This design comes from an exercise in tuning for small area and a short achievable clock period on the open sky130 flow, not from production work.

==> umber: inputs <==
## cubic_fixed
module cubic_fixed #(
    parameter int WID     = 16,    
    parameter int FBITS   = 8      
)(
    input  logic                        clk,
    input  logic                        rst,
    input  logic signed [WID-1:0]       x,
    input  logic signed [WID-1:0]       a0,
    input  logic signed [WID-1:0]       a1,
    input  logic signed [WID-1:0]       a2,
    output logic signed [WID-1:0]       y
);
==> flow/config.mk <==
export PLATFORM = sky130hd
export DESIGN_NAME = cubic_fixed
export DESIGN_NICKNAME = cubic_fixed
export VERILOG_FILES = /design/flow/design.v
export SDC_FILE = /design/flow/constraint.sdc
export NUM_CORES = 4
export LEC_CHECK = 0
export ABC_AREA = 1
export CAP_MARGIN = 20
export CORE_MARGIN = 2
export CORE_UTILIZATION = 40
export SLEW_MARGIN = 20
==> flow/constraint.sdc <==
create_clock -name core_clock -period 15.0 [get_ports {clk}]
set_input_delay 3.0000 -clock core_clock [delete_from_list [all_inputs] [get_ports {clk}]]
set_output_delay 3.0000 -clock core_clock [all_outputs]
set_load 0.01 [all_outputs]
standard.sh (not shown) runs the stock make flow with config.mk's settings and CLKGATE_MAP_FILE= SYNTH_SCRIPT=/design/flow/synth_recipe.tcl, a recipe that flattens the netlist after the stock synthesis.
==> flow/flow/run.sh <==
#!/bin/bash
# Standard ORFS layout (the standard.sh) with two changes:
#  - port buffers use buf_4 instead of the default delay-buffer cell;
#  - timing repair (after floorplan, CTS and global routing) aims for
#    8 ns of setup slack at the 15 ns clock, so the resizer sizes the
#    critical paths.  The SDC (clock period, I/O delays, load) is unchanged.
# Each ORFS step writes its own log under orfs/logs/; make's output goes to
# standard.log.
set -euo pipefail
export BUFFER_PORTS_ARGS="-buffer_cell sky130_fd_sc_hd__buf_4"
export SETUP_SLACK_MARGIN=8
bash standard.sh > standard.log 2>&1
==> lagoon: changes against umber <==
--- a/flow/design.v
+++ b/flow/design.v
@@ -67,13 +67,14 @@
     wire sq_s49, sq_c49;
     wire sq_s50, sq_c50;
     wire sq_s51, sq_c51;
     wire sq_s52, sq_c52;
     wire sq_s53, sq_c53;
     wire sq_s54, sq_c54;
-    wire [22:0] sq_in;
+    wire [8:0] sq_lo;
+    wire [14:0] sqa_in, sqb_in;
     assign sq_s0 = x[6] ^ (x[0] & x[11]);
     assign sq_c0 = x[6] & (x[0] & x[11]);
     assign sq_s1 = 1'b1 ^ ~((x[12] & x[0])) ^ (x[1] & x[11]);
     assign sq_c1 = (1'b1 & ~((x[12] & x[0]))) | (1'b1 & (x[1] & x[11])) | (~((x[12] & x[0])) & (x[1] & x[11]));
     assign sq_s2 = x[7] ^ ~((x[12] & x[1])) ^ (x[2] & x[11]);
     assign sq_c2 = (x[7] & ~((x[12] & x[1]))) | (x[7] & (x[2] & x[11])) | (~((x[12] & x[1])) & (x[2] & x[11]));
@@ -178,28 +179,36 @@
     assign sq_s52 = (x[9] & x[10]) ^ sq_c34 ^ sq_s35;
     assign sq_c52 = ((x[9] & x[10]) & sq_c34) | ((x[9] & x[10]) & sq_s35) | (sq_c34 & sq_s35);
     assign sq_s53 = ~((x[12] & x[8])) ^ (x[9] & x[11]) ^ sq_c35;
     assign sq_c53 = (~((x[12] & x[8])) & (x[9] & x[11])) | (~((x[12] & x[8])) & sq_c35) | ((x[9] & x[11]) & sq_c35);
     assign sq_s54 = x[11] ^ ~((x[12] & x[9])) ^ (x[10] & x[11]);
     assign sq_c54 = (x[11] & ~((x[12] & x[9]))) | (x[11] & (x[10] & x[11])) | (~((x[12] & x[9])) & (x[10] & x[11]));
-    assign sq_in = {sq_c53, sq_c52, sq_c51, sq_c50, sq_c49, sq_c48, sq_c47, sq_c46, sq_c45, sq_c44, sq_c43, sq_c42, sq_c41, sq_c40, sq_c39, sq_c38, sq_c37, sq_c36, sq_s36, (x[0] & x[2]), x[1], 1'b0, x[0]} + {sq_s54, sq_s53, sq_s52, sq_s51, sq_s50, sq_s49, sq_s48, sq_s47, sq_s46, sq_s45, sq_s44, sq_s43, sq_s42, sq_s41, sq_s40, sq_s39, sq_s38, sq_s37, (x[1] & x[2]), 1'b0, (x[0] & x[1]), 1'b0, 1'b0};
+    assign sq_lo = {1'b0, sq_c38, sq_c37, sq_c36, sq_s36, (x[0] & x[2]), x[1], 1'b0, x[0]} + {1'b0, sq_s39, sq_s38, sq_s37, (x[1] & x[2]), 1'b0, (x[0] & x[1]), 1'b0, 1'b0};
+    assign sqa_in = {sq_c53, sq_c52, sq_c51, sq_c50, sq_c49, sq_c48, sq_c47, sq_c46, sq_c45, sq_c44, sq_c43, sq_c42, sq_c41, sq_c40, sq_c39};
+    assign sqb_in = {sq_s54, sq_s53, sq_s52, sq_s51, sq_s50, sq_s49, sq_s48, sq_s47, sq_s46, sq_s45, sq_s44, sq_s43, sq_s42, sq_s41, sq_s40};
     logic               x3sat_s0, rst_s0, rst_s1;
     logic signed [15:0] x_s0, a0_s0, a1_s0, a2_s0;
     always_ff @(posedge clk) begin
         x3sat_s0 <= x3sat_in;
         x_s0     <= x;
         a0_s0    <= a0;
         a1_s0    <= a1;
         a2_s0    <= a2;
         rst_s0   <= rst;
     end
     logic [14:0] x2;
-    logic [14:0] x2_s0;
-    always_ff @(posedge clk)
-        x2_s0 <= x2sat_in ? 15'h7fff : sq_in[22:8];
-    assign x2 = x2_s0;
+    logic [14:0] sqa_s0, sqb_s0;
+    logic        sqc_s0;
+    always_ff @(posedge clk) begin
+        sqa_s0   <= sqa_in | {15{x2sat_in}};
+        sqb_s0   <= sqb_in & ~{15{x2sat_in}};
+        sqc_s0   <= sq_lo[8] & ~x2sat_in;
+    end
+    logic [15:0] x2sum;
+    assign x2sum = {sqa_s0, sqc_s0} + {sqb_s0, sqc_s0};
+    assign x2 = x2sum[15:1];
     wire bx_one0, bx_two0, bx_neg0;
     wire bx_one1, bx_two1, bx_neg1;
     wire bx_one2, bx_two2, bx_neg2;
     wire bx_one3, bx_two3, bx_neg3;
     wire bx_one4, bx_two4, bx_neg4;
     wire bx_one5, bx_two5, bx_neg5;
@@ -1195,22 +1204,74 @@
     assign p3_c363 = 1'b1 & ((bx_two5 & x2[12]) ^ bx_neg5);
     assign p3 = {p3_c363, p3_c362, p3_c361, p3_c360, p3_c359, p3_c358, p3_c357, p3_c356, p3_c355, p3_c354, p3_c353, p3_c352, p3_c351, p3_c350, p3_c349, p3_c348, p3_c347, p3_c346, p3_c345, p3_c344, p3_c343, p3_c342, p3_s342, (((bx_one0 & x2[1]) | (bx_two0 & x2[0])) ^ bx_neg0), ((bx_one0 & x2[0]) ^ bx_neg0)} + {~(bx_neg5), p3_s363, p3_s362, p3_s361, p3_s360, p3_s359, p3_s358, p3_s357, p3_s356, p3_s355, p3_s354, p3_s353, p3_s352, p3_s351, p3_s350, p3_s349, p3_s348, p3_s347, p3_s346, p3_s345, p3_s344, p3_s343, bx_neg1, 1'b0, bx_neg0};
     logic signed [15:0] ax1_n, ax2_n, x3_n;
     assign ax1_n = (&p1[31:23] | ~|p1[31:23]) ? p1[23:8] : {p1[31], {15{~p1[31]}}};
     assign ax2_n = (&p2[30:23] | ~|p2[30:23]) ? p2[23:8] : {p2[30], {15{~p2[30]}}};
     assign x3_n  = x3sat_s0 ? {x_s0[15], {15{~x_s0[15]}}} : p3[23:8];
-    wire [15:0] cs_s = ax1_n ^ ax2_n ^ x3_n;
-    wire [16:1] cs_c = (ax1_n & ax2_n) | (ax1_n & x3_n) | (ax2_n & x3_n);
-    logic [15:0] cs_s_s1;
-    logic [16:1] cs_c_s1;
+    logic signed [15:0] ax1_s1, ax2_s1, x3_s1;
     always_ff @(posedge clk) begin
-        cs_s_s1 <= cs_s;
-        cs_c_s1 <= cs_c;
-        rst_s1  <= rst | rst_s0;
+        ax1_s1 <= ax1_n;
+        ax2_s1 <= ax2_n;
+        x3_s1  <= x3_n;
+        rst_s1 <= rst | rst_s0;
     end
-    logic [17:0] sum;
-    assign sum = {{2{cs_s_s1[15]}}, cs_s_s1} + {cs_c_s1[16], cs_c_s1, 1'b0};
+    wire fs_s364, fs_c364;
+    wire fs_s365, fs_c365;
+    wire fs_s366, fs_c366;
+    wire fs_s367, fs_c367;
+    wire fs_s368, fs_c368;
+    wire fs_s369, fs_c369;
+    wire fs_s370, fs_c370;
+    wire fs_s371, fs_c371;
+    wire fs_s372, fs_c372;
+    wire fs_s373, fs_c373;
+    wire fs_s374, fs_c374;
+    wire fs_s375, fs_c375;
+    wire fs_s376, fs_c376;
+    wire fs_s377, fs_c377;
+    wire fs_s378, fs_c378;
+    wire fs_s379, fs_c379;
+    wire fs_s380, fs_c380;
+    wire fs_s381, fs_c381;
+    wire [17:0] sum;
+    assign fs_s364 = ax1_s1[0] ^ ax2_s1[0];
+    assign fs_c364 = ax1_s1[0] & ax2_s1[0];
+    assign fs_s365 = ax1_s1[1] ^ ax2_s1[1] ^ x3_s1[1];
+    assign fs_c365 = (ax1_s1[1] & ax2_s1[1]) | (ax1_s1[1] & x3_s1[1]) | (ax2_s1[1] & x3_s1[1]);
+    assign fs_s366 = ax1_s1[2] ^ ax2_s1[2] ^ x3_s1[2];
+    assign fs_c366 = (ax1_s1[2] & ax2_s1[2]) | (ax1_s1[2] & x3_s1[2]) | (ax2_s1[2] & x3_s1[2]);
+    assign fs_s367 = ax1_s1[3] ^ ax2_s1[3] ^ x3_s1[3];
+    assign fs_c367 = (ax1_s1[3] & ax2_s1[3]) | (ax1_s1[3] & x3_s1[3]) | (ax2_s1[3] & x3_s1[3]);
+    assign fs_s368 = ax1_s1[4] ^ ax2_s1[4] ^ x3_s1[4];
+    assign fs_c368 = (ax1_s1[4] & ax2_s1[4]) | (ax1_s1[4] & x3_s1[4]) | (ax2_s1[4] & x3_s1[4]);
+    assign fs_s369 = ax1_s1[5] ^ ax2_s1[5] ^ x3_s1[5];
+    assign fs_c369 = (ax1_s1[5] & ax2_s1[5]) | (ax1_s1[5] & x3_s1[5]) | (ax2_s1[5] & x3_s1[5]);
+    assign fs_s370 = ax1_s1[6] ^ ax2_s1[6] ^ x3_s1[6];
+    assign fs_c370 = (ax1_s1[6] & ax2_s1[6]) | (ax1_s1[6] & x3_s1[6]) | (ax2_s1[6] & x3_s1[6]);
+    assign fs_s371 = ax1_s1[7] ^ ax2_s1[7] ^ x3_s1[7];
+    assign fs_c371 = (ax1_s1[7] & ax2_s1[7]) | (ax1_s1[7] & x3_s1[7]) | (ax2_s1[7] & x3_s1[7]);
+    assign fs_s372 = ax1_s1[8] ^ ax2_s1[8] ^ x3_s1[8];
+    assign fs_c372 = (ax1_s1[8] & ax2_s1[8]) | (ax1_s1[8] & x3_s1[8]) | (ax2_s1[8] & x3_s1[8]);
+    assign fs_s373 = ax1_s1[9] ^ ax2_s1[9] ^ x3_s1[9];
+    assign fs_c373 = (ax1_s1[9] & ax2_s1[9]) | (ax1_s1[9] & x3_s1[9]) | (ax2_s1[9] & x3_s1[9]);
+    assign fs_s374 = ax1_s1[10] ^ ax2_s1[10] ^ x3_s1[10];
+    assign fs_c374 = (ax1_s1[10] & ax2_s1[10]) | (ax1_s1[10] & x3_s1[10]) | (ax2_s1[10] & x3_s1[10]);
+    assign fs_s375 = ax1_s1[11] ^ ax2_s1[11] ^ x3_s1[11];
+    assign fs_c375 = (ax1_s1[11] & ax2_s1[11]) | (ax1_s1[11] & x3_s1[11]) | (ax2_s1[11] & x3_s1[11]);
+    assign fs_s376 = ax1_s1[12] ^ ax2_s1[12] ^ x3_s1[12];
+    assign fs_c376 = (ax1_s1[12] & ax2_s1[12]) | (ax1_s1[12] & x3_s1[12]) | (ax2_s1[12] & x3_s1[12]);
+    assign fs_s377 = ax1_s1[13] ^ ax2_s1[13] ^ x3_s1[13];
+    assign fs_c377 = (ax1_s1[13] & ax2_s1[13]) | (ax1_s1[13] & x3_s1[13]) | (ax2_s1[13] & x3_s1[13]);
+    assign fs_s378 = ax1_s1[14] ^ ax2_s1[14] ^ x3_s1[14];
+    assign fs_c378 = (ax1_s1[14] & ax2_s1[14]) | (ax1_s1[14] & x3_s1[14]) | (ax2_s1[14] & x3_s1[14]);
+    assign fs_s379 = ax1_s1[15] ^ ax2_s1[15] ^ x3_s1[15];
+    assign fs_c379 = (ax1_s1[15] & ax2_s1[15]) | (ax1_s1[15] & x3_s1[15]) | (ax2_s1[15] & x3_s1[15]);
+    assign fs_s380 = ax1_s1[15] ^ ax2_s1[15] ^ x3_s1[15];
+    assign fs_c380 = (ax1_s1[15] & ax2_s1[15]) | (ax1_s1[15] & x3_s1[15]) | (ax2_s1[15] & x3_s1[15]);
+    assign fs_s381 = ax1_s1[15] ^ ax2_s1[15] ^ x3_s1[15];
+    assign fs_c381 = (ax1_s1[15] & ax2_s1[15]) | (ax1_s1[15] & x3_s1[15]) | (ax2_s1[15] & x3_s1[15]);
+    assign sum = {fs_c380, fs_c379, fs_c378, fs_c377, fs_c376, fs_c375, fs_c374, fs_c373, fs_c372, fs_c371, fs_c370, fs_c369, fs_c368, fs_c367, fs_c366, fs_c365, fs_c364, fs_s364} + {fs_s381, fs_s380, fs_s379, fs_s378, fs_s377, fs_s376, fs_s375, fs_s374, fs_s373, fs_s372, fs_s371, fs_s370, fs_s369, fs_s368, fs_s367, fs_s366, fs_s365, x3_s1[0]};
     wire pos = ~sum[17] & (sum[16] | sum[15]);
     wire neg =  sum[17] & ~(sum[16] & sum[15]);
     assign y[15]   = ~rst_s1 & (neg | (~pos & sum[15]));
     assign y[14:0] = {15{~rst_s1}} & ({15{pos}} | ({15{~neg}} & sum[14:0]));
 endmodule
==> flow/flow/run.sh (replaced) <==
#!/bin/bash
# Standard ORFS layout (the standard.sh) with two changes:
#  - port buffers use buf_4 instead of the default delay-buffer cell;
#  - timing repair (after floorplan, CTS and global routing) aims for
#    9 ns of setup slack at the 15 ns clock, so the resizer sizes the
#    critical paths.  The SDC (clock period, I/O delays, load) is unchanged.
# Each ORFS step writes its own log under orfs/logs/; make's output goes to
# standard.log.
set -euo pipefail
export BUFFER_PORTS_ARGS="-buffer_cell sky130_fd_sc_hd__buf_4"
export SETUP_SLACK_MARGIN=9
bash standard.sh > standard.log 2>&1
==> summary of the runs <==
umber passed the timing, DRC and antenna checks. lagoon finished clean.
Between umber and lagoon, the lower utilization is in umber (gap 3.6 points).
Wire length: lagoon is higher than umber (about 4.4%).
Of umber and lagoon, lagoon has the higher clock-buffer cell count (gap 4).
Against umber, the final area of lagoon is larger by 11%.
Between lagoon and umber, the lower register-to-register slack is in umber (gap 0.53 ns).
No run of this note included a check of the RTL's function; only the layout flow was run.

## static timing again, ports no longer ideal
The flow's constraints put no driver on any port. The routed layouts listed below were extracted and timed again, unchanged, in two steps. Step 1 assumes that a clkbuf_16 drives the clock port and a buf_2 every other input. Step 2, shift: input delay + t, output delay - t, t = (earliest + latest rising clock arrival at the registers) / 2. This alone moves slack from input paths to output paths. a / b / c = ideal ports / drivers / drivers and shift; a / b = the first two.
| run | shift t [ns] | setup WS [ns] | latest minus earliest clock arrival (ns) | cell pins on the clock port's net |
|---|---|---|---|---|
| umber | 0.529 | 8.434 / 8.434 / 7.991 | 0.016 / 0.016 | 1 |
| lagoon | 0.549 | 8.817 / 8.759 / 8.962 | 0.032 / 0.032 | 1 |
After both steps every run listed still meets setup and hold. The setup slack of umber, which loses most, moves by 0.000 ns with the drivers and by -0.443 ns with both steps.
